Context: an optimization exercise on an open-source flow, tuned for small area. The choices shown serve that exercise and are no tape-out recipe. No driver is modelled on the clock port, so clocking that relies on it looks cheaper here than on a real chip. No activity file was given, so power comes from the tool's default toggle rates.

==> flow/design.v <==
module top(
    input  logic        clk,
    input  logic        SW,          
    input  logic [63:0] pattern,     
    output logic        _48b         
);
    logic reset;
    assign reset = ~SW;
    logic [63:0] ra, ry;             
    logic [5:0]  q;                  
    logic        pol;
    logic        fresh;
    logic        inpass;             
    logic [9:1]  L;                  
    logic        E;                  
    logic [7:0]  R0;                 
    assign pol = ~q[0];
    logic ld;
    assign ld = reset & fresh;
    logic a0, a1, a7, a8, a9, a15;
    assign a0  = ra[0]  ^ pol;
    assign a1  = ra[1]  ^ pol;
    assign a7  = ra[7]  ^ pol;
    assign a8  = ra[8]  ^ pol;
    assign a9  = ra[9]  ^ pol;
    assign a15 = ra[15] ^ pol;
    logic h_alive;                   
    logic t1, t7, t8, t9, t15;       
    assign h_alive = a0  & (ry[0]  | fresh);
    assign t1      = a1  & (ry[1]  | fresh);
    assign t7      = a7  & (ry[7]  | fresh);
    assign t8      = a8  & (ry[8]  | fresh);
    assign t9      = a9  & (ry[9]  | fresh);
    assign t15     = a15 & (ry[15] | fresh);
    logic c0, c7, r0, r7;
    assign c0 = (q[2:0] == 3'd0);
    assign c7 = (q[2:0] == 3'd7);
    assign r0 = (q[5:3] == 3'd0);
    assign r7 = (q[5:3] == 3'd7);
    logic nul, nu, nur, nl, nr, ndl, nd, ndr;
    assign nul = c0 ? L[1]  : L[9];
    assign nu  = L[8];
    assign nur = c7 ? E     : L[7];
    assign nl  = c0 ? t7    : L[1];
    assign nr  = c7 ? L[7]  : t1;
    assign ndl = r7 ? R0[0] : (c0 ? t15 : t7);
    assign nd  = r7 ? R0[7] : t8;
    assign ndr = r7 ? R0[6] : (c7 ? t1 : t9);
    logic [3:0] n;
    assign n = nul + nu + nur + nl + nr + ndl + nd + ndr;
    logic h_dead1, h_dead2, new_alive, new_a, new_y;
    assign h_dead1   = ~a0 & ry[0] & ~fresh;
    assign h_dead2   = a0 & ~ry[0] & ~fresh;
    assign new_alive = (n[3:1] == 3'b001) & (n[0] | h_alive);
    assign new_a     = new_alive | h_dead1;
    assign new_y     = new_alive | h_alive;
    always_ff @(posedge clk) begin
        for (int k = 0; k < 63; k++)
            ra[k] <= ~((ld | ra[k+1]) & (SW | pattern[k]));
        ra[63] <= ~((ld | (inpass ? new_a ^ pol : ra[0])) & (SW | pattern[63]));
        ry <= {inpass ? new_y : ry[0], ry[63:1]};
        L  <= {L[8:1], h_alive};
        if (c0) E <= L[8];
        R0 <= {R0[6:0], (inpass & r0) ? h_alive : R0[7]};
        if (reset) q <= 6'd0; else q <= q + 6'd1;
    end
    logic [2:0] m5;
    logic [1:0] s3;
    logic [4:0] w;
    logic [5:0] p;
    logic       idle;
    logic       N, CB;
    logic we, last_win, idle_end, enter_gap, enter_idle, p_zero;
    assign we         = (s3 == 2'd2) & (m5 == 3'd4);
    assign last_win   = ~idle & (w == 5'd23);
    assign idle_end   = idle & (w == 5'd31) & (p == 6'd4);
    assign enter_idle = we & last_win & (p == 6'd63);
    assign enter_gap  = we & ((last_win & (p != 6'd63)) | idle_end);
    assign p_zero     = (p == 6'd0);
    always_ff @(posedge clk) begin
        if (reset) begin
            m5 <= 3'd4; s3 <= 2'd2; w <= 5'd31; p <= 6'd4; idle <= 1'b1;
        end else begin
            m5 <= enter_gap ? 3'd3 : (m5 == 3'd4) ? 3'd0 : m5 + 3'd1;
            if (m5 == 3'd4 && !enter_gap) s3 <= (s3 == 2'd2) ? 2'd0 : s3 + 2'd1;
            if (we) w <= enter_gap ? 5'd31 : enter_idle ? 5'd0 : w + 5'd1;
            if (we && idle_end) p <= 6'd0;
            else if (we && (last_win || (idle && w == 5'd31))) p <= p + 6'd1;
            if (enter_idle) idle <= 1'b1;
            else if (we && idle_end) idle <= 1'b0;
        end
    end
    always_ff @(posedge clk) begin
        if (reset) begin
            inpass <= 1'b0; fresh <= 1'b1;
        end else begin
            if (q == 6'd63) inpass <= idle & p_zero & (w[4:2] == 3'b001);
            if (inpass && q == 6'd63) fresh <= 1'b0;
        end
    end
    logic n_in;
    always_comb begin
        if (idle) n_in = h_alive;
        else case (w[4:3])
            2'd0: n_in = h_dead2;        
            2'd1: n_in = h_dead1;        
            2'd2: n_in = t1;             
            default: n_in = h_alive;
        endcase
    end
    always_ff @(posedge clk) begin
        if (reset) N <= pattern[0];
        else if (q == p && (!idle || p_zero)) N <= n_in;
        if (we && w[2:0] == 3'd7) CB <= N;
    end
    assign _48b = ~idle & ((s3 == 2'd0) | ((s3 == 2'd1) & CB));
endmodule
clock: 10.0 ns
lec_check: 0
cap_margin: 20
core_margin: 2
core_utilization: 40
slew_margin: 20
standard.sh (not shown) runs the stock make flow with config.mk's settings and CLKGATE_MAP_FILE= SYNTH_SCRIPT=/design/flow/synth_recipe.tcl, a recipe that flattens the netlist after the stock synthesis.
==> flow/flow/run.sh <==
#!/bin/bash
# Standard layout, with the port buffers made of the smallest buffer cell
# and a clock tree without dummy loads.
set -euo pipefail
export BUFFER_PORTS_ARGS="-buffer_cell sky130_fd_sc_hd__buf_1"
export CTS_ARGS="-sink_clustering_enable -repair_clock_nets -dont_use_dummy_load -buf_list {sky130_fd_sc_hd__clkbuf_4 sky130_fd_sc_hd__clkbuf_8}"

bash standard.sh > standard.log 2>&1
Next try:
==> flow/run.sh (new file) <==
#!/bin/bash
# synth_recipe.tcl (not shown) runs the flow's synth.tcl, then flattens the netlist and writes it again
# the make line also repeats each setting of config.mk as NAME=value (left out here)
make -C /OpenROAD-flow-scripts/flow DESIGN_CONFIG=/design/flow/config.mk WORK_HOME=/design/flow/orfs CLKGATE_MAP_FILE= SYNTH_SCRIPT=/design/flow/synth_recipe.tcl finish
CTS_BUF_LIST = sky130_fd_sc_hd__clkbuf_8   (was not set)
removed: flow/flow/run.sh
removed: flow/standard.sh
Maximum frequency barely changes.
Total power came out higher by a little under a tenth.
Sequential power is about the same.
Next try:
==> flow/flow/run.sh (new file) <==
#!/bin/bash
# Standard layout, with the port buffers made of the smallest buffer cell.
set -euo pipefail
export BUFFER_PORTS_ARGS="-buffer_cell sky130_fd_sc_hd__buf_1"
bash standard.sh > standard.log 2>&1
==> flow/standard.sh (new file) <==
#!/bin/bash
# synth_recipe.tcl (not shown) runs the flow's synth.tcl, then flattens the netlist and writes it again
# the make line also repeats each setting of config.mk as NAME=value (left out here)
make -C /OpenROAD-flow-scripts/flow DESIGN_CONFIG=/design/flow/config.mk WORK_HOME=/design/flow/orfs CLKGATE_MAP_FILE= SYNTH_SCRIPT=/design/flow/synth_recipe.tcl "${@:-finish}"
removed: flow/run.sh
Result:
- The changed run completed with no timing, DRC or antenna violations
- wire length came out lower slightly
- final cell count stays the same
- total power goes up slightly
- worst hold slack hardly moves
- register-to-register slack got worse by 0.02 ns
Next try:
==> flow/flow/run.sh (replaced) <==
#!/bin/bash
# Standard layout, with the port buffers made of the smallest buffer cell,
# a clock tree of small buffers without dummy loads, and the clock buffers
# that drive slow edges upsized after clock tree synthesis.
set -euo pipefail
here=$(pwd)
export BUFFER_PORTS_ARGS="-buffer_cell sky130_fd_sc_hd__buf_1"
export CTS_ARGS="-sink_clustering_enable -repair_clock_nets -dont_use_dummy_load -buf_list sky130_fd_sc_hd__clkbuf_4"
export POST_CTS_TCL="$here/flow/post_cts.tcl"
bash standard.sh > standard.log 2>&1
==> flow/flow/post_cts.tcl (new file) <==
# Upsize the clock buffers whose flip-flop loads would see a slow clock edge.
estimate_parasitics -placement
set upsized 0
foreach inst [get_cells clkbuf*] {
  if { [get_property $inst ref_name] != "sky130_fd_sc_hd__clkbuf_4" } { continue }
  set net [get_nets -of_objects [get_pins [get_full_name $inst]/X]]
  set worst 0
  foreach p [get_pins -of_objects $net -filter "direction == input"] {
    foreach prop {slew_max_rise slew_max_fall} {
      set s [get_property $p $prop]
      if { $s > $worst } { set worst $s }
    }
  }
  if { $worst > 0.112 } {
    puts "post_cts: upsizing [get_full_name $inst] (worst load slew $worst ns)"
    replace_cell $inst sky130_fd_sc_hd__clkbuf_8
    incr upsized
  }
}
if { $upsized > 0 } {
  detailed_placement
  check_placement -verbose
  estimate_parasitics -placement
}
CTS_BUF_LIST = not set   (was sky130_fd_sc_hd__clkbuf_8)
Outcome:
- power shrinks by 12%
- sequential share of layout area grows by 2.3 points
- via count stays flat
- wire length shrinks by 1.7%
- cell count shrinks by about 2%
- setup slack barely changes
Next try:
==> flow/flow/run.sh (replaced) <==
#!/bin/bash
# Standard layout, with the port buffers made of the smallest buffer cell
# and a clock tree without dummy loads.
set -euo pipefail
export BUFFER_PORTS_ARGS="-buffer_cell sky130_fd_sc_hd__buf_1"
export CTS_ARGS="-sink_clustering_enable -repair_clock_nets -dont_use_dummy_load -buf_list sky130_fd_sc_hd__clkbuf_8"
bash standard.sh > standard.log 2>&1
removed: flow/flow/post_cts.tcl
=>
- routed wire length climbs slightly
- power is higher by a few percent
- via count barely changes
- non-clock buffer count does not change
- cell area climbs slightly
- die area does not change
Function was not checked in any run of this note: the RTL went through the layout flow alone.

-- re-timing with driven ports --
No port has a modelled driver above. Below, the same layouts with a new extraction and two added sets of constraints. Step 1 assumes that a clkbuf_16 drives the clock port and a buf_2 every other input. Step 2 adds t to the input delays and takes it off the output delays; t is the mean of the earliest and latest rising clock arrival at the registers after step 1. Input paths then give back, and output paths get back, about the clock's delay inside the block. Three values: no drivers, after step 1, after step 2; two values: the first two.
| run | shift t [ns] | setup WS [ns] | cell pins on the clock port's net |
|---|---|---|---|
| the first run | 0.462 | 4.876 / 4.876 / 4.876 | 1 |
| the second run | 0.469 | 4.889 / 4.889 / 4.889 | 1 |
| the third run | 0.473 | 4.870 / 4.870 / 4.870 | 1 |
| the fourth run | 0.447 | 4.868 / 4.868 / 4.868 | 1 |
| the fifth run | 0.462 | 4.876 / 4.876 / 4.876 | 1 |
After both steps setup and hold are still met in every run listed.
